Background: an optimization exercise with open tools, aiming at small area. Do not read the settings as production practice. Only simulation tests tie the RTL to the original design; equivalence was not proved. The clock port is modelled as an ideal driver; clocking choices that lean on that would not hold on a real chip. No activity file was given, so power comes from the tool's default toggle rates.

## flow/design.v (module list and top-level ports; edited modules follow where they fit)
// module gf1: 2283 lines
module gf1
	(
	input MCLK,
	input CLK,  
	input IOW,
	input IOR,
	input CS1,  
	input CS2,  
	input DACK1,  
	input DACK2,  
	input RESET,
	output WAIT,
	output DRQ1,
	output DRQ2,
	output IRQ1,
	output IRQ2,
	output IRQ3,
	input DMA_TC,
	input [15:0] DATA_i,
	output [15:0] DATA_o,
	input IO16,
	input [3:0] ADDRESS,
	output BUSA_LOW,
	output BUSA_HIGH,
	input [7:0] DRAM_DATA_i,
	output [7:0] DRAM_DATA_o,
	output reg DRAM_WE,
	output reg DRAM_RAS,
	output [8:0] DRAM_ADDR,
	output DRAM_CAS0,
	output DRAM_CAS1,
	output DRAM_CAS2,
	output DRAM_CAS3,
	output DAC_DATA,
	output reg DAC_CLK,
	output reg DAC_LR,
	output reg DAC_LR2
	);
  // ...
==> flow/flow/run.sh <==
#!/bin/bash
# Own layout flow: the standard synthesis, its combinational logic re-mapped
# for area (registers untouched), then the standard layout with its own
# clock tree settings. Each tool's output goes to a log file here.
set -euo pipefail
HERE=$(pwd)
RES=$HERE/orfs/results/$FLOW_PLATFORM/gf1/base
LIB=$FLOW_HOME/platforms/$FLOW_PLATFORM/lib/sky130_fd_sc_hd__tt_025C_1v80.lib
CFG=$FLOW_HOME/platforms/$FLOW_PLATFORM/config.mk
PORTS="BUFFER_PORTS_ARGS=-buffer_cell sky130_fd_sc_hd__buf_1"

# 1. standard synthesis
bash standard.sh "$RES/1_2_yosys.v" > "$HERE/log_1_synth.txt" 2>&1
cp "$RES/1_2_yosys.v" "$HERE/synth_standard.v"

# 2. re-map the combinational logic
SEQ=$(grep -oE 'sky130_fd_sc_hd__[a-z0-9_]+' "$RES/1_2_yosys.v" | sort -u | grep -E '__(e|s|se)?df|__dl' | tr '\n' ' ')
DU=$(sed -n '/DONT_USE_CELLS += /,/^#/p' "$CFG" | grep -oE 'sky130_fd_sc_hd__[a-z0-9_]+' | sed 's/^/-dont_use /' | tr '\n' ' ')
sed -e "s#{LIB}#$LIB#g" -e "s#{NETLIST}#$RES/1_2_yosys.v#g" -e "s#{TOP}#$FLOW_TOP#g" \
    -e "s#{SEQ}#$SEQ#g" -e "s#{DONTUSE}#$DU#g" -e "s#{ABCSCRIPT}#$HERE/flow/area.abc#g" \
    flow/remap.ys > "$HERE/remap_run.ys"
yosys -l "$HERE/log_2_remap.txt" -q "$HERE/remap_run.ys" > /dev/null 2>&1

BASE_CTS="-sink_clustering_enable -repair_clock_nets -dont_use_dummy_load"
CHOSEN=""
i=0
for cfg in "32 100" "30 100 -clustering_exponent 2" "30 90" "29 100" "28 100" "26 80"; do
  i=$((i+1))
  set -- $cfg
  ARGS="$BASE_CTS -sink_clustering_size $1 -sink_clustering_max_diameter $2 ${*:3}"
  rm -f "$RES/4_1_cts.odb" "$RES/4_cts.odb" "$RES/4_cts.sdc"
  bash standard.sh "CTS_ARGS=$ARGS" "$PORTS" cts > "$HERE/log_3_cts_try$i.txt" 2>&1
  ODB="$RES/4_1_cts.odb" SDC="$RES/4_cts.sdc" openroad -no_init -exit flow/clkslew.tcl > "$HERE/log_3_slew_try$i.txt" 2>&1 || true
  S=$(awk '/^CLKSLEW/{print $2}' "$HERE/log_3_slew_try$i.txt")
  CHOSEN="$ARGS"
  echo "try $i: $ARGS: slew $S" >> "$HERE/log_3_cts_chosen.txt"
  if awk -v s="$S" 'BEGIN{exit !(s != "" && s <= 0.112)}'; then break; fi
done
echo "chosen: $CHOSEN" >> "$HERE/log_3_cts_chosen.txt"

# 4. the rest of the standard layout
bash standard.sh "CTS_ARGS=$CHOSEN" "$PORTS" finish > "$HERE/log_4_layout.txt" 2>&1
==> flow/flow/area.abc <==
&get -n
&st
&dc2
&dch -f
&nf -R 1000
&put
mfs2 -W 4 -M 5000
&get -n
&st
&dch -f
&nf -R 1000
&put
mfs2 -W 4 -M 5000
&get -n
&st
&dch -f
&nf -R 1000
&put
mfs2 -W 4 -M 5000
&get -n
&st
&dch -f
&nf -R 1000
&put
==> flow/flow/clkslew.tcl <==
# Largest flip-flop clock-pin slew after clock tree synthesis, with placement parasitics.
set plat $::env(FLOW_HOME)/platforms/$::env(FLOW_PLATFORM)
read_lef $plat/lef/sky130_fd_sc_hd.tlef
read_lef $plat/lef/sky130_fd_sc_hd_merged.lef
read_liberty $plat/lib/sky130_fd_sc_hd__tt_025C_1v80.lib
read_db $::env(ODB)
read_sdc $::env(SDC)
source $plat/setRC.tcl
estimate_parasitics -placement
set mx 0
foreach p [get_pins -hierarchical */CLK] {
  set s [get_property $p slew_max]
  if {$s > $mx} { set mx $s }
}
puts "CLKSLEW $mx"
==> flow/flow/remap.ys <==
# Re-maps the combinational logic of the standard synthesis netlist for area.
# The flip-flops (dfxtp/edfxtp and any other sequential cell) are kept as they are.
read_liberty -ignore_miss_func {LIB}
read_verilog {NETLIST}
hierarchy -top {TOP}
blackbox {SEQ}
flatten
opt_clean
abc -liberty {LIB} {DONTUSE} -script {ABCSCRIPT}
opt_clean -purge
hilomap -singleton -hicell sky130_fd_sc_hd__conb_1 HI -locell sky130_fd_sc_hd__conb_1 LO
insbuf -buf sky130_fd_sc_hd__buf_4 A X
splitnets
opt_clean -purge
stat -liberty {LIB}
write_verilog -noattr -noexpr -nohex -nodec {NETLIST}
==> flow/standard.sh <==
#!/bin/bash
# synth_recipe.tcl (not shown) runs the flow's synth.tcl, then flattens the netlist and writes it again
# the make line also repeats each setting of config.mk as NAME=value (left out here)
make -C /OpenROAD-flow-scripts/flow DESIGN_CONFIG=/design/flow/config.mk WORK_HOME=/design/flow/orfs CLKGATE_MAP_FILE= SYNTH_SCRIPT=/design/flow/synth_recipe.tcl "${@:-finish}"
==> flow/config.mk <==
export PLATFORM = sky130hd
export DESIGN_NAME = gf1
export DESIGN_NICKNAME = gf1
export VERILOG_FILES = /design/flow/design.v
export SDC_FILE = /design/flow/constraint.sdc
export NUM_CORES = 8
export LEC_CHECK = 0
export CAP_MARGIN = 20
export CORE_MARGIN = 2
export CORE_UTILIZATION = 65
export PLACE_DENSITY = 0.75
export SLEW_MARGIN = 20
export SYNTH_MEMORY_MAX_BITS = 16384
==> flow/constraint.sdc <==
create_clock -name core_clock -period 15.0 [get_ports {MCLK}]
set_input_delay 3.0000 -clock core_clock [delete_from_list [all_inputs] [get_ports {MCLK}]]
set_output_delay 3.0000 -clock core_clock [all_outputs]
set_load 0.01 [all_outputs]
==> impl_results.md, run 1 <==
* Critical path type: flip-flop to flip-flop
* Power Density at 140 mW/mm²
* Outcome: complete, no violations
* CP required at 15.67 ns
* Placed cell count at 18400
* Multi-input gate area at 0.0496 mm²
* Switching pwr at 6.94 mW
* Vias/cell at 7.21
* Max Fclk at 99.7 MHz
* Wl on met1 at 233000 µm
* Hold-fix buffers, CTS at 0
* CP most frequent cell: a21oi_1
* WL final at 653000 µm
* Row count at 196
* RSZ-0062 raised after global routing: no
* Vias in the first global route at 130000
* CP delay by family, top: compound AO/OA/AOI/OAI gates
* Max Cap Viol at 0
* Reg2Reg Depth at 40
* Fillers at 19800
* Crit path to: wave_addr_l[1][28]
* Setup Buffers After CTS at 0
* TritonCTS clock tree: yes
* First-pass GRT wire length at 924000 µm
* Core area at 0.286 mm²
* Grt met1 use at 58.3%
* Multi-input combinational area share at 24.6%
* Pins Over Slew Limit at 0
* Starting density of the core at 65.5%
* Grt ovf at 0
==> inputs of run 2 (changes only) <==
--- a/flow/design.v
+++ b/flow/design.v
@@ -140,17 +140,23 @@
 	reg [28:0] wave_inc2;
 	reg wave_sel1;  
 	reg wave_sel2;  
 	reg wave_sel3;  
 	wire [28:0] wave_add1 = (wave_sel2 ? wave_inc2 : (wave_sel1 ? wave_mux_lo : wave_mux_hi)) ^ {29{wave_sel3}};
 	wire [28:0] wave_add2 = wave_sel1 ? wave_mux_hi : wave_mux_lo;
 	wire [29:0] wave_sum = { 1'h0, wave_add1 } + { 1'h0, wave_add2 } + { 29'h0, wave_sel3 };
 	reg [28:0] wave_sum_mem;
-	reg [28:0] wave_next_l[0:3];
+	reg [28:0] wave_next_l[0:2];    
+	reg [2:0] vn_perm;              
+	reg [1:0] vn_ws;                
+	reg [1:0] vn_ws_n;
+	reg [2:0] vn_perm_n;
+	reg [5:0] vn_nmo;               
+	reg [5:0] vn_nmo_n;
 	reg [28:0] wave_addr_l[1:2];
 	reg wave_irq_set;
 	reg wave_irq_set_l;
 	reg wave_irq_clear;
 	reg wave_irq_clear_l1;
 	reg wave_irq_clear_l2;
 	reg wave_irq_clear_l3;
 	reg wave_irq_clear_l4;
@@ -281,17 +287,17 @@
 	reg [11:0] ramp_mux_hi;
 	reg ramp_sel1;
 	reg ramp_sel2;
 	reg ramp_sel3;
 	wire [11:0] ramp_add1 = (ramp_sel2 ? 12'h0 : (ramp_sel1 ? ramp_mux_lo : ramp_mux_hi)) ^ {12{ramp_sel3}};
 	wire [11:0] ramp_add2 = ramp_sel1 ? ramp_mux_hi : ramp_mux_lo;
 	wire [12:0] ramp_sum = { 1'h0, ramp_add1 } + { 1'h0, ramp_add2 } + { 12'h0, ramp_sel3 };
 	reg [11:0] ramp_sum_mem;
-	reg [11:0] ramp_next_l[0:3];
+	reg [11:0] ramp_next_l[0:2];
 	reg [8:0] ramp_cnt[1:1];
 	reg ramp_cnt_inc;         
 	reg [4:0] ramp_ch_l;
 	reg w368;
 	reg ramp_irq_set;
 	reg ramp_irq_set_l;
 	reg ramp_irq_clear;
 	reg ramp_irq_clear_l1;
@@ -1317,23 +1323,47 @@
 			end
 		end
 		if (clk2)
 			wave_of_check_l <= chan_c0;
 		if (wave_of_check_l & clk3)
 			wave_end_reach <= ~wave_sum[29];
 		if (clk1 | clk3)
 			wave_sum_mem <= wave_sum[28:0];
-		if (clk1)
-			wave_next_l[0] <= wave_sum[28:0];
+		vn_ws_n = vn_ws;
 		if (clk1 & ~clk1_q)
 		begin
-			wave_next_l[1] <= wave_next_l[0];
-			wave_next_l[2] <= wave_next_l[1];
-			wave_next_l[3] <= wave_next_l[2];
+			if (chan_c0)
+			begin
+				vn_ws_n = vn_nmo[3:2];
+				vn_nmo_n = {vn_nmo[3:2], vn_nmo[5:4], vn_nmo[1:0]};
+			end
+			else
+			begin
+				vn_ws_n = vn_nmo[1:0];
+				vn_nmo_n = {vn_nmo[1:0], vn_nmo[5:4], vn_nmo[3:2]};
+			end
+			case (vn_nmo_n)
+				6'b00_01_10: vn_perm_n = 3'd0;
+				6'b00_10_01: vn_perm_n = 3'd1;
+				6'b01_00_10: vn_perm_n = 3'd2;
+				6'b01_10_00: vn_perm_n = 3'd3;
+				6'b10_00_01: vn_perm_n = 3'd4;
+				default:     vn_perm_n = 3'd5;
+			endcase
+			vn_perm <= vn_perm_n;
+			vn_ws <= vn_ws_n;
+		end
+		if (clk1)
+		begin
+			case (vn_ws_n)
+				2'd0: begin wave_next_l[0] <= wave_sum[28:0]; ramp_next_l[0] <= ramp_sum[11:0]; end
+				2'd1: begin wave_next_l[1] <= wave_sum[28:0]; ramp_next_l[1] <= ramp_sum[11:0]; end
+				default: begin wave_next_l[2] <= wave_sum[28:0]; ramp_next_l[2] <= ramp_sum[11:0]; end
+			endcase
 		end
 		if (clk3)
 			wave_addr_l[2] <= wave_addr_l[1];
 		if (clk4 & ~clk4_q & chan_c0)
 			wave_addr_l[1] <= wave_sum[28:0];
 		else if (clk2 & ~chan_c0)
 			wave_addr_l[1] <= wave_cur;
 		if (clk4)
@@ -1421,24 +1451,16 @@
 			end
 		end
 		if (clk2)
 			ramp_of_check_l <= chan_c0;
 		if (ramp_of_check_l & clk3)
 			ramp_end_reach <= ~ramp_sum[12];
 		if (clk1 | clk3)
 			ramp_sum_mem <= ramp_sum[11:0];
-		if (clk1)
-			ramp_next_l[0] <= ramp_sum[11:0];
-		if (clk1 & ~clk1_q)
-		begin
-			ramp_next_l[1] <= ramp_next_l[0];
-			ramp_next_l[2] <= ramp_next_l[1];
-			ramp_next_l[3] <= ramp_next_l[2];
-		end
 		if (reset_reg)
 		begin
 			ramp_cnt[1] <= 9'h0;
 			ramp_cnt_inc <= 1'b0;
 		end
 		else if (~chan_cnt_res)
 			ramp_cnt_inc <= 1'b1;
 		else
@@ -2252,16 +2274,31 @@
 			DAC_LR <= 1'h1;
 		if (~dac_enable | (w2020 & ~w2003))
 			DAC_LR <= 1'h0;
 		if ((w2020 | w2021) & ~w2003)
 			DAC_LR2 <= 1'h1;
 		if (~dac_enable | ((w2055 | w2040) & ~w2003))
 			DAC_LR2 <= 1'h0;
 	end
+	always @*
+	begin
+		case (vn_perm)
+			3'd0: vn_nmo = 6'b00_01_10;
+			3'd1: vn_nmo = 6'b00_10_01;
+			3'd2: vn_nmo = 6'b01_00_10;
+			3'd3: vn_nmo = 6'b01_10_00;
+			3'd4: vn_nmo = 6'b10_00_01;
+			3'd5: vn_nmo = 6'b10_01_00;
+			3'd6: vn_nmo = 6'b00_01_10;
+			default: vn_nmo = 6'b00_10_01;
+		endcase
+	end
+	wire [28:0] wave_next_o = vn_nmo[1:0] == 2'd0 ? wave_next_l[0] : vn_nmo[1:0] == 2'd1 ? wave_next_l[1] : wave_next_l[2];
+	wire [11:0] ramp_next_o = vn_nmo[1:0] == 2'd0 ? ramp_next_l[0] : vn_nmo[1:0] == 2'd1 ? ramp_next_l[1] : ramp_next_l[2];
 	wire [147:0] vr_hd = {~glob_data_bus[15], ~glob_data_bus[14], ~glob_data_bus[13], ~glob_data_bus[12], ~glob_data_bus[11], ~glob_data_bus[10], ~glob_data_bus[9], ~glob_data_bus[8], ~glob_data_bus[12], ~glob_data_bus[12], ~glob_data_bus[12], ~glob_data_bus[11], ~glob_data_bus[11], ~glob_data_bus[11], ~glob_data_bus[10], ~glob_data_bus[10], ~glob_data_bus[10], ~glob_data_bus[9], ~glob_data_bus[9], ~glob_data_bus[9], ~glob_data_bus[8], ~glob_data_bus[8], ~glob_data_bus[8], ~glob_data_bus[7], ~glob_data_bus[7], ~glob_data_bus[7], ~glob_data_bus[6], ~glob_data_bus[6], ~glob_data_bus[6], ~glob_data_bus[5], ~glob_data_bus[5], ~glob_data_bus[5], ~glob_data_bus[4], ~glob_data_bus[4], ~glob_data_bus[4], ~glob_data_bus[3], ~glob_data_bus[3], ~glob_data_bus[3], ~glob_data_bus[2], ~glob_data_bus[2], ~glob_data_bus[2], ~glob_data_bus[1], ~glob_data_bus[1], ~glob_data_bus[1], ~glob_data_bus[0], ~glob_data_bus[0], ~glob_data_bus[0], ~glob_data_bus[15], ~glob_data_bus[15], ~glob_data_bus[15], ~glob_data_bus[14], ~glob_data_bus[14], ~glob_data_bus[14], ~glob_data_bus[15], ~glob_data_bus[13], ~glob_data_bus[13], ~glob_data_bus[13], ~glob_data_bus[14], ~glob_data_bus[12], ~glob_data_bus[12], ~glob_data_bus[12], ~glob_data_bus[13], ~glob_data_bus[11], ~glob_data_bus[11], ~glob_data_bus[11], ~glob_data_bus[12], ~glob_data_bus[10], ~glob_data_bus[10], ~glob_data_bus[10], ~glob_data_bus[11], ~glob_data_bus[9], ~glob_data_bus[9], ~glob_data_bus[9], ~glob_data_bus[10], ~glob_data_bus[8], ~glob_data_bus[8], ~glob_data_bus[8], ~glob_data_bus[9], ~glob_data_bus[7], ~glob_data_bus[7], ~glob_data_bus[7], ~glob_data_bus[8], ~glob_data_bus[6], ~glob_data_bus[6], ~glob_data_bus[6], ~glob_data_bus[7], ~glob_data_bus[5], ~glob_data_bus[5], ~glob_data_bus[5], ~glob_data_bus[6], ~glob_data_bus[4], ~glob_data_bus[5], ~glob_data_bus[3], ~glob_data_bus[4], ~glob_data_bus[2], ~glob_data_bus[3], ~glob_data_bus[1], ~glob_data_bus[2], ~glob_data_bus[0], ~glob_data_bus[1], ~glob_data_bus[11], ~glob_data_bus[10], ~glob_data_bus[9], ~glob_data_bus[8], ~glob_data_bus[15], ~glob_data_bus[14], ~glob_data_bus[15], ~glob_data_bus[14], ~glob_data_bus[13], ~glob_data_bus[12], ~glob_data_bus[11], ~glob_data_bus[10], ~glob_data_bus[9], ~glob_data_bus[8], ~glob_data_bus[15], ~glob_data_bus[15], ~glob_data_bus[15], ~glob_data_bus[14], ~glob_data_bus[14], ~glob_data_bus[14], ~glob_data_bus[13], ~glob_data_bus[13], ~glob_data_bus[13], ~glob_data_bus[12], ~glob_data_bus[12], ~glob_data_bus[12], ~glob_data_bus[11], ~glob_data_bus[11], ~glob_data_bus[11], ~glob_data_bus[10], ~glob_data_bus[10], ~glob_data_bus[10], ~glob_data_bus[9], ~glob_data_bus[9], ~glob_data_bus[9], ~glob_data_bus[13], ~glob_data_bus[8], ~glob_data_bus[8], ~glob_data_bus[8], ~glob_data_bus[12], ~glob_data_bus[7], ~glob_data_bus[11], ~glob_data_bus[6], ~glob_data_bus[10], ~glob_data_bus[5], ~glob_data_bus[9], ~glob_data_bus[4], ~glob_data_bus[8]};
 	wire [147:0] vr_hf = ~vr_phost | pv_reg_E ? 148'h0 :
 		pv_reg_0 ? 148'hff00000000000000000000000000000000000 :
 		pv_reg_1 ? 148'h0000000000000444444444555000000000000 :
 		pv_reg_2 ? 148'h0049249249240000000000000000000000000 :
 		pv_reg_3 ? 148'h0000000000009111111111000000000000000 :
 		pv_reg_4 ? 148'h0024924924920000000000000000000000000 :
 		pv_reg_5 ? 148'h0000000000004888888888800000000000000 :
@@ -2269,15 +2306,15 @@
 		pv_reg_7 ? 148'h0000000000000000000000000000124924400 :
 		pv_reg_8 ? 148'h0000000000000000000000000000092492200 :
 		pv_reg_9 ? 148'h00000000000000000000000000002492488aa :
 		pv_reg_A ? 148'h0092492492480000000000000000000000000 :
 		pv_reg_B ? 148'h00000000000122222222222aa000000000000 :
 		pv_reg_C ? 148'h0000000000000000000000000f00000000000 :
 		pv_reg_D ? 148'h000000000000000000000000003fc00000000 :
 		148'h0;
-	wire [147:0] vr_nd = {vr_pnew[5], vr_pnew[4], 1'b0, 1'b0, 1'b0, 1'b0, 1'b0, vr_pnew[3], wave_next_l[3][28], 1'b0, 1'b0, wave_next_l[3][27], 1'b0, 1'b0, wave_next_l[3][26], 1'b0, 1'b0, wave_next_l[3][25], 1'b0, 1'b0, wave_next_l[3][24], 1'b0, 1'b0, wave_next_l[3][23], 1'b0, 1'b0, wave_next_l[3][22], 1'b0, 1'b0, wave_next_l[3][21], 1'b0, 1'b0, wave_next_l[3][20], 1'b0, 1'b0, wave_next_l[3][19], 1'b0, 1'b0, wave_next_l[3][18], 1'b0, 1'b0, wave_next_l[3][17], 1'b0, 1'b0, wave_next_l[3][16], 1'b0, 1'b0, wave_next_l[3][15], 1'b0, 1'b0, wave_next_l[3][14], 1'b0, 1'b0, 1'b0, wave_next_l[3][13], 1'b0, 1'b0, 1'b0, wave_next_l[3][12], 1'b0, 1'b0, 1'b0, wave_next_l[3][11], 1'b0, 1'b0, 1'b0, wave_next_l[3][10], 1'b0, 1'b0, 1'b0, wave_next_l[3][9], 1'b0, 1'b0, 1'b0, wave_next_l[3][8], 1'b0, 1'b0, 1'b0, wave_next_l[3][7], 1'b0, 1'b0, 1'b0, wave_next_l[3][6], 1'b0, 1'b0, 1'b0, wave_next_l[3][5], 1'b0, 1'b0, 1'b0, wave_next_l[3][4], 1'b0, wave_next_l[3][3], 1'b0, wave_next_l[3][2], 1'b0, wave_next_l[3][1], 1'b0, wave_next_l[3][0], 1'b0, 1'b0, 1'b0, 1'b0, 1'b0, 1'b0, 1'b0, vr_pnew[2], vr_pnew[1], 1'b0, 1'b0, 1'b0, 1'b0, 1'b0, vr_pnew[0], ramp_next_l[3][11], 1'b0, 1'b0, ramp_next_l[3][10], 1'b0, 1'b0, ramp_next_l[3][9], 1'b0, 1'b0, ramp_next_l[3][8], 1'b0, 1'b0, ramp_next_l[3][7], 1'b0, 1'b0, ramp_next_l[3][6], 1'b0, 1'b0, ramp_next_l[3][5], 1'b0, 1'b0, 1'b0, ramp_next_l[3][4], 1'b0, 1'b0, 1'b0, ramp_next_l[3][3], 1'b0, ramp_next_l[3][2], 1'b0, ramp_next_l[3][1], 1'b0, ramp_next_l[3][0], 1'b0};
+	wire [147:0] vr_nd = {vr_pnew[5], vr_pnew[4], 1'b0, 1'b0, 1'b0, 1'b0, 1'b0, vr_pnew[3], wave_next_o[28], 1'b0, 1'b0, wave_next_o[27], 1'b0, 1'b0, wave_next_o[26], 1'b0, 1'b0, wave_next_o[25], 1'b0, 1'b0, wave_next_o[24], 1'b0, 1'b0, wave_next_o[23], 1'b0, 1'b0, wave_next_o[22], 1'b0, 1'b0, wave_next_o[21], 1'b0, 1'b0, wave_next_o[20], 1'b0, 1'b0, wave_next_o[19], 1'b0, 1'b0, wave_next_o[18], 1'b0, 1'b0, wave_next_o[17], 1'b0, 1'b0, wave_next_o[16], 1'b0, 1'b0, wave_next_o[15], 1'b0, 1'b0, wave_next_o[14], 1'b0, 1'b0, 1'b0, wave_next_o[13], 1'b0, 1'b0, 1'b0, wave_next_o[12], 1'b0, 1'b0, 1'b0, wave_next_o[11], 1'b0, 1'b0, 1'b0, wave_next_o[10], 1'b0, 1'b0, 1'b0, wave_next_o[9], 1'b0, 1'b0, 1'b0, wave_next_o[8], 1'b0, 1'b0, 1'b0, wave_next_o[7], 1'b0, 1'b0, 1'b0, wave_next_o[6], 1'b0, 1'b0, 1'b0, wave_next_o[5], 1'b0, 1'b0, 1'b0, wave_next_o[4], 1'b0, wave_next_o[3], 1'b0, wave_next_o[2], 1'b0, wave_next_o[1], 1'b0, wave_next_o[0], 1'b0, 1'b0, 1'b0, 1'b0, 1'b0, 1'b0, 1'b0, vr_pnew[2], vr_pnew[1], 1'b0, 1'b0, 1'b0, 1'b0, 1'b0, vr_pnew[0], ramp_next_o[11], 1'b0, 1'b0, ramp_next_o[10], 1'b0, 1'b0, ramp_next_o[9], 1'b0, 1'b0, ramp_next_o[8], 1'b0, 1'b0, ramp_next_o[7], 1'b0, 1'b0, ramp_next_o[6], 1'b0, 1'b0, ramp_next_o[5], 1'b0, 1'b0, 1'b0, ramp_next_o[4], 1'b0, 1'b0, 1'b0, ramp_next_o[3], 1'b0, ramp_next_o[2], 1'b0, ramp_next_o[1], 1'b0, ramp_next_o[0], 1'b0};
 	wire [147:0] vr_mz = (pc147 == 2'd0 ? 148'h8000000000000000000000000000000000000 : 148'h0) | (pcW == 2'd0 ? 148'h41924924924922222222222aa000000000000 : 148'h0) | (pc41 == 2'd0 ? 148'h0000000000000000000000000020000000000 : 148'h0) | (pcR == 2'd0 ? 148'h00000000000000000000000000106492488aa : 148'h0) | (pcU == 2'd0 ? 148'h3e6db6db6db6ddddddddddd55fcf9b6db7755 : 148'h0);
 	wire [147:0] vr_mn = (pc147 == 2'd1 ? 148'h8000000000000000000000000000000000000 : 148'h0) | (pcW == 2'd1 ? 148'h41924924924922222222222aa000000000000 : 148'h0) | (pc41 == 2'd1 ? 148'h0000000000000000000000000020000000000 : 148'h0) | (pcR == 2'd1 ? 148'h00000000000000000000000000106492488aa : 148'h0) | (pcU == 2'd1 ? 148'h3e6db6db6db6ddddddddddd55fcf9b6db7755 : 148'h0);
 	wire [147:0] vr_mo = (pc147 == 2'd2 ? 148'h8000000000000000000000000000000000000 : 148'h0) | (pcW == 2'd2 ? 148'h41924924924922222222222aa000000000000 : 148'h0) | (pc41 == 2'd2 ? 148'h0000000000000000000000000020000000000 : 148'h0) | (pcR == 2'd2 ? 148'h00000000000000000000000000106492488aa : 148'h0) | (pcU == 2'd2 ? 148'h3e6db6db6db6ddddddddddd55fcf9b6db7755 : 148'h0);
 	assign vr_we = vr_mz | vr_mn | (vr_mo & vr_hf);
 	assign vr_wd = (vr_mn & vr_nd) | (vr_mo & vr_hf & vr_hd);
 endmodule
==> impl_results.md, run 2 <==
* Final Hold Vio Count at 0
* # setup viols final at 0
* Power Internal at 21.3 mW
* CP max-delay cell: buf_4
* Comb pwr share at 7.0%
* All-Layer GR Usage at 42.2%
* Final min period at 9.07 ns
* Syn_area_per_cell at 13.0 µm²
* Crit path DAT at 9.78 ns
* Skew-Pair Late Insertion Delay at 1.00 ns
* Biggest register: vr_ring
* CTS Buffer Depth at 4
* Total Neg Setup Slack at 0 ns
* Mapped cell area at 0.187 mm²
* Vias/cell at 7.19 (-0.23%)
* TritonCTS clock tree: yes
* Max Fclk at 110 MHz (+11%)
* CTS resizes at 0
* Port bufs at 87
* DR pass1 iterations at 14
* Commonest non-fill, non-tap cell in the layout: dfxtp_1
* Sequential power share at 62.9%
* Fin cells at 18800
* Clock Skew at 0.111 ns
* Pins Over Slew Limit at 0 (unchanged)
* Clock root cell: clkbuf_16
* Post-route ant nets at 0
* Sw frac at 23.0%
* Row count at 196 (unchanged)
* Syn Inst Count at 14300
* Ports at 90
* Die H at 540 µm
* Min-Delay Path Class: flip-flop to flip-flop
* Initial antenna violation count at 42
* Pleak at 71.9 nW
* Proportion of power drawn by the clock network at 30.2%
* Starting density of the core at 65.4% (about the same)
* Crit. End Element: flip-flop
* Max Cap Viol at 0 (unchanged)
* WL per Instance at 33.7 µm
* Vias in the first global route at 132000 (+1.7%)
* Layout cells sized above 1 at 4.90%
* Final Util at 70.8%
* Critical Path Max Stage Delay at 0.73 ns
* Starting DRT DRC Count at 25900
* CTS buffer count at 283
* Final GP Congestion at 1.00
* Hold_ws at 0.303 ns
* Hold-fix buffers, CTS at 0 (unchanged)
* Die Span X at 540 µm
* Max FFs per register at 4736
* H-tree depth at 5
* CP max FO at 87
* WL final at 634000 µm (-2.9%)
* Post-DP HPWL at 397000 µm
* Via count at 135000
* Outcome: complete, no violations
* Most frequent cells in the layout: dfxtp_1 (5062), nand2_1 (1254), a222oi_1 (1164), edfxtp_1 (1123), o21ai_0 (991)
* Ys Warns at 41
* Peak VDD IR at 121 µV
* Power Density at 137 mW/mm² (-2.2%)
* Cell area after layout at 0.202 mm²
* Fin crit share at 60.5%
* Num Clock Sinks at 6219
* Largest net degree at the start of global routing at 92
* RSZ-0062 raised after global routing: no
* CP Launch Type: flip-flop
* Placed cell count at 18500 (+0.53%)
* CP required at 15.71 ns (+0.04 ns)
* Relative slew slack at 15.5%
* Core area at 0.285 mm² (about the same)
* Grt ovf at 0 (unchanged)
* First-pass GRT wire length at 907000 µm (-1.9%)
* Dpl cell area at 0.195 mm²
* Clock slew at reported path FFs at 0.11 ns
* Layout area overhead at 8.25%
* Setup Buffers After CTS at 0 (unchanged)
* CP most frequent cell: nor2_1
* Die footprint at 0.292 mm²
* Switching pwr at 6.39 mW (-7.9%)
* Slew @ Worst Pin at 1.25 ns
* Residual DRC at 0
* Largest regs: vr_ring: 4736 flops, ram_output_latch: 148 flops, wave_next_l: 87 flops
* Nets at 15100
* Critical path type: flip-flop to flip-flop
run 2: cell types whose count changed in the layout (fill, tap and decap cells not counted), sizes merged, moves of 21 or more:
cell	delta
nor2	+159
nand2	-98
a21oi	+61
nor3	+45
edfxtp	-38
o22ai	+38
o21ai	-34
a31oi	-27
clkbuf	+22
o22a	+22
a22o	+21
run 2: power by group through the flow:
stage / clock, mW / combinational (mW) / sequential (mW)
5_1_grt: 8.88 / 2.10 / 17.5
3_3_place_gp: 0 / 1.84 / 17.8
6_report: 8.36 / 1.93 / 17.4
4_1_cts: 8.31 / 1.90 / 17.4
3_5_place_dp: 0 / 1.89 / 17.8
2_1_floorplan: 0 / 1.35 / 17.8
run 2: per-layer routing:
layer	track usage (%)	wire length, µm
met1	55.6	224000
met2	62.5	269000
met3	11.7	94300
met4	25.3	46600
met5	0	231
run 2: area by class of cell:
type / instances / area (µm²)
multi-input combinational: 7925 / 50500
clock buffer: 283 / 7080
timing repair buffer: 440 / 3250
tap: 3762 / 4710
sequential: 6219 / 136000
inverter: 168 / 641
fill: 19600 / 83300
antenna: 31 / 77.6
run 2: worst max-delay path, delay by kind of cell (launching register included):
family / cells / cell delay [ns]
adders and majority gates: 6 / 1.96
and+or+nand+nor: 18 / 2.48
AOI/OAI and AO/OA: 14 / 2.89
buffers and inverters: 2 / 0.83
DFF: 1 / 0.33
muxes: 1 / 0.33
run 2: metrics by stage:
stage	total power, mW	worst slack [ns]
finish	27.7	5.93
global route	28.4	5.24
CTS	27.6	6.08
detailed placement	19.7	5.75
global placement	19.7	5.96
floorplan	19.1	4.61
run 2: path summary, 6_finish.rpt:
check                              startpoint                  to  slack [ns]  cells past startpoint
worst max register to register      wave_sel1  wave_addr_l[1][28]        5.93                     41
worst min register to register  vr_ring[3279]       vr_ring[3427]        0.30                      0
worst min-delay path            vr_ring[3279]       vr_ring[3427]        0.30                      0
worst max-delay path                wave_sel1  wave_addr_l[1][28]        5.93                     41
==> inputs of run 3 (changes only) <==
--- a/flow/flow/run.sh
+++ b/flow/flow/run.sh
@@ -35,5 +35,5 @@
   CHOSEN="$ARGS"
   echo "try $i: $ARGS: slew $S" >> "$HERE/log_3_cts_chosen.txt"
-  if awk -v s="$S" 'BEGIN{exit !(s != "" && s <= 0.112)}'; then break; fi
+  if awk -v s="$S" 'BEGIN{exit !(s != "" && s <= 0.1135)}'; then break; fi
 done
 echo "chosen: $CHOSEN" >> "$HERE/log_3_cts_chosen.txt"
==> impl_results.md, run 3 <==
* Residual DRC at 0 (unchanged)
* Ports at 90 (unchanged)
* Max FFs per register at 4736 (unchanged)
* Port bufs at 87 (unchanged)
* Vias/cell at 7.17 (-0.24%)
* CTS resizes at 0 (unchanged)
* CTS Buffer Depth at 4 (unchanged)
* Mapped cell area at 0.187 mm² (unchanged)
* First-pass GRT wire length at 904000 µm (-0.24%)
* Skew-Pair Late Insertion Delay at 1.00 ns (about the same)
* Crit path DAT at 9.86 ns (+0.08 ns)
* Max Fclk at 109 MHz (-0.77%)
* Critical Path Max Stage Delay at 0.74 ns (about the same)
* Largest net degree at the start of global routing at 92 (unchanged)
* Hold Crit Depth at 0 (unchanged)
* Min-Delay Endpoint: vr_ring[4574]
* Peak VDD IR at 129 µV (+6.6%)
* Clock root cell: clkbuf_16
* GR Util met2 at 62.1% (-0.39 points)
* All-Layer GR Usage at 42.2% (-0.095 points)
* # setup viols final at 0 (unchanged)
* Dpl ws at 5.75 ns (unchanged)
* Crit. End Element: flip-flop
* Initial antenna violation count at 50 (+19%)
* Fin crit share at 60.9% (+0.47 points)
* TritonCTS clock tree: yes
* Starting density of the core at 65.4% (unchanged)
* Syn_area_per_cell at 13.0 µm² (unchanged)
* Dpl cell area at 0.195 mm² (unchanged)
* Row count at 196 (unchanged)
* Hold-fix buffers, CTS at 0 (unchanged)
* CTS buffer count at 262 (-7.4%)
* Grt ovf at 0 (unchanged)
* RR Startpoint: wave_sel1
* DR pass1 iterations at 13 (-1)
* Final Hold Vio Count at 0 (unchanged)
* Clock slew at reported path FFs at 0.11 ns (about the same)
* RSZ-0062 raised after global routing: no
* Max Cap Viol at 0 (unchanged)
* WL final at 633000 µm (-0.12%)
* Setup Buffers After CTS at 0 (unchanged)
* CP required at 15.73 ns (+0.02 ns)
* Grt met1 use at 55.5% (-0.087 points)
* Outcome: complete, no violations
* Post-layout worst setup margin at 5.86 ns (-0.0700 ns)
* Ys Warns at 41 (unchanged)
* Nets at 15100 (-0.14%)
* H-tree depth at 5 (unchanged)
* Largest regs: vr_ring: 4736 flops, ram_output_latch: 148 flops, wave_next_l: 87 flops
* Total Power at 27.4 mW (-1.0%)
* Layout cells sized above 1 at 4.74% (-0.15 points)
* Power Density at 136 mW/mm² (-0.75%)
* Total Neg Setup Slack at 0 ns (unchanged)
* Gr busiest metal: met2
* CP most frequent cell: nor2_1
* Critical path type: flip-flop to flip-flop
* Slew @ Worst Pin at 1.36 ns (+0.103 ns)
* Final min period at 9.14 ns (+0.0700 ns)
* R2r endpoint: wave_addr_l[1][28]
* Post-DP HPWL at 397000 µm (unchanged)
* Final GP Congestion at 1.00 (unchanged)
* CP Launch Type: flip-flop
* Die Span X at 540 µm (unchanged)
* Cell area after layout at 0.202 mm² (-0.27%)
* CP delay by family, top: compound AO/OA/AOI/OAI gates
* Clock Skew at 0.117 ns (+0.00597 ns)
* Num Clock Sinks at 6219 (unchanged)
* Commonest non-fill, non-tap cell in the layout: dfxtp_1
* Starting DRT DRC Count at 25900 (-0.031%)
* WL per Instance at 33.7 µm (about the same)
* Post-route ant nets at 0 (unchanged)
* Vias in the first global route at 132000 (-0.23%)
* Relative slew slack at 8.61% (-6.9 points)
* Via count at 135000 (-0.36%)
* Biggest register: vr_ring
* Routing usage on met3 at 11.8% (+0.061 points)
* Core area at 0.285 mm² (unchanged)
* Hold Crit Start: vr_ring[4426]
* CP max FO at 87 (unchanged)
* Pins Over Slew Limit at 0 (unchanged)
* Fillers at 19600 (+0.23%)
* Reg2Reg Depth at 41 (unchanged)
* WP buf/inv at 2 (unchanged)
* Most frequent cells in the layout: dfxtp_1 (5062), nand2_1 (1254), a222oi_1 (1164), edfxtp_1 (1123), o21ai_0 (991)
* Die H at 540 µm (unchanged)
* Pleak at 71.6 nW (-0.36%)
* Layout area overhead at 7.95%
* CP max-delay cell: buf_4
* Reg2reg setup slack at 5.86 ns (-0.07 ns)
* Syn Inst Count at 14300 (unchanged)
* Die footprint at 0.292 mm² (unchanged)
* Min-Delay Path Class: flip-flop to flip-flop
==> run 3: worst register-to-register path, delay by kind of cell, from the launching register on <==
kind / cells / cell delay (ns)
flops: 1 / 0.33
simple gates: 18 / 2.50
compound gates: 14 / 2.97
mux: 1 / 0.34
fa+ha+maj: 6 / 1.96
buf+inv: 2 / 0.84
==> run 3: power breakdown <==
group | internal, mW | total [mW] | switching, mW | leakage, nW
clock | 3.16 | 8.07 | 4.91 | 3.23
sequential | 17.2 | 17.4 | 0.191 | 51.4
combinational | 0.701 | 1.94 | 1.23 | 17.0
==> run 3: worst max-delay path by stage <==
stage,start,end,slack (ns),depth (start not counted)
3_5_place_dp,RESET,accum_shifter[0][12],5.75,20
2_1_floorplan,CLK,accum_shifter[0][0],4.61,12
6_report,wave_sel1,wave_addr_l[1][28],5.86,41
3_3_place_gp,RESET,accum_shifter[0][11],5.96,20
4_1_cts,wave_sel1,wave_addr_l[1][28],6.06,41
5_1_grt,wave_sel1,wave_addr_l[1][28],5.23,41
==> run 3: layout make-up <==
type                            instances  area, µm²  area share, %
Sequential cell                      6219     136000           67.4
Multi-Input combinational cell       7925      50500           25.1
Clock buffer                          262       6560           3.25
Tap cell                             3762       4710           2.33
Timing Repair Buffer                  440       3250           1.61
Inverter                              168        641          0.318
Antenna cell                           28       70.1         0.0348
==> run 3: per-stage QoR <==
step	hold slack [ns]	utilization, %	std cells
final	0.278	70.6	18800
after global routing	0.271	70.6	18800
after CTS	0.280	70.6	18800
after detailed placement	0.335	68.3	18500
after global placement	0.331	68.3	18500
after floorplan	0.327	-	14300
==> run 3: metal layers <==
layer	wire (µm)	vias up
met5	320	-
met2	268000	11100
met3	95600	2460
li1	-	56300
met4	46400	30
met1	223000	65000

## static timing again, ports no longer ideal
In the flow no input, the clock included, has a driving cell. The finished layouts below were timed again as built, in two steps.
Step 1 (the two cells are an assumption about what drives the block):
set clk [get_ports {MCLK}]
set_driving_cell -lib_cell sky130_fd_sc_hd__clkbuf_16 $clk
set_driving_cell -lib_cell sky130_fd_sc_hd__buf_2 [delete_from_list [all_inputs] $clk]
Step 2 adds t to the input delays and takes it off the output delays; t is the mean of the earliest and latest rising clock arrival at the registers after step 1. Input paths then give back, and output paths get back, about the clock's delay inside the block.
a / b / c = ideal / step 1 / step 2; a / b = the first two.
run	shift t [ns]	setup WS [ns]	hold WS [ns]	worst setup path after step 2
run 1	1.034	4.973 / 4.973 / 4.973	0.303 / 0.303 / 0.303	register to register
run 2	1.038	5.932 / 5.932 / 5.657	0.303 / 0.303 / 0.303	input to register
run 3	1.034	5.862 / 5.862 / 5.691	0.278 / 0.278 / 0.278	input to register
After both steps every run listed still meets setup and hold. The setup slack of run 2, which loses most, moves by 0.000 ns with the drivers and by -0.275 ns with both steps.
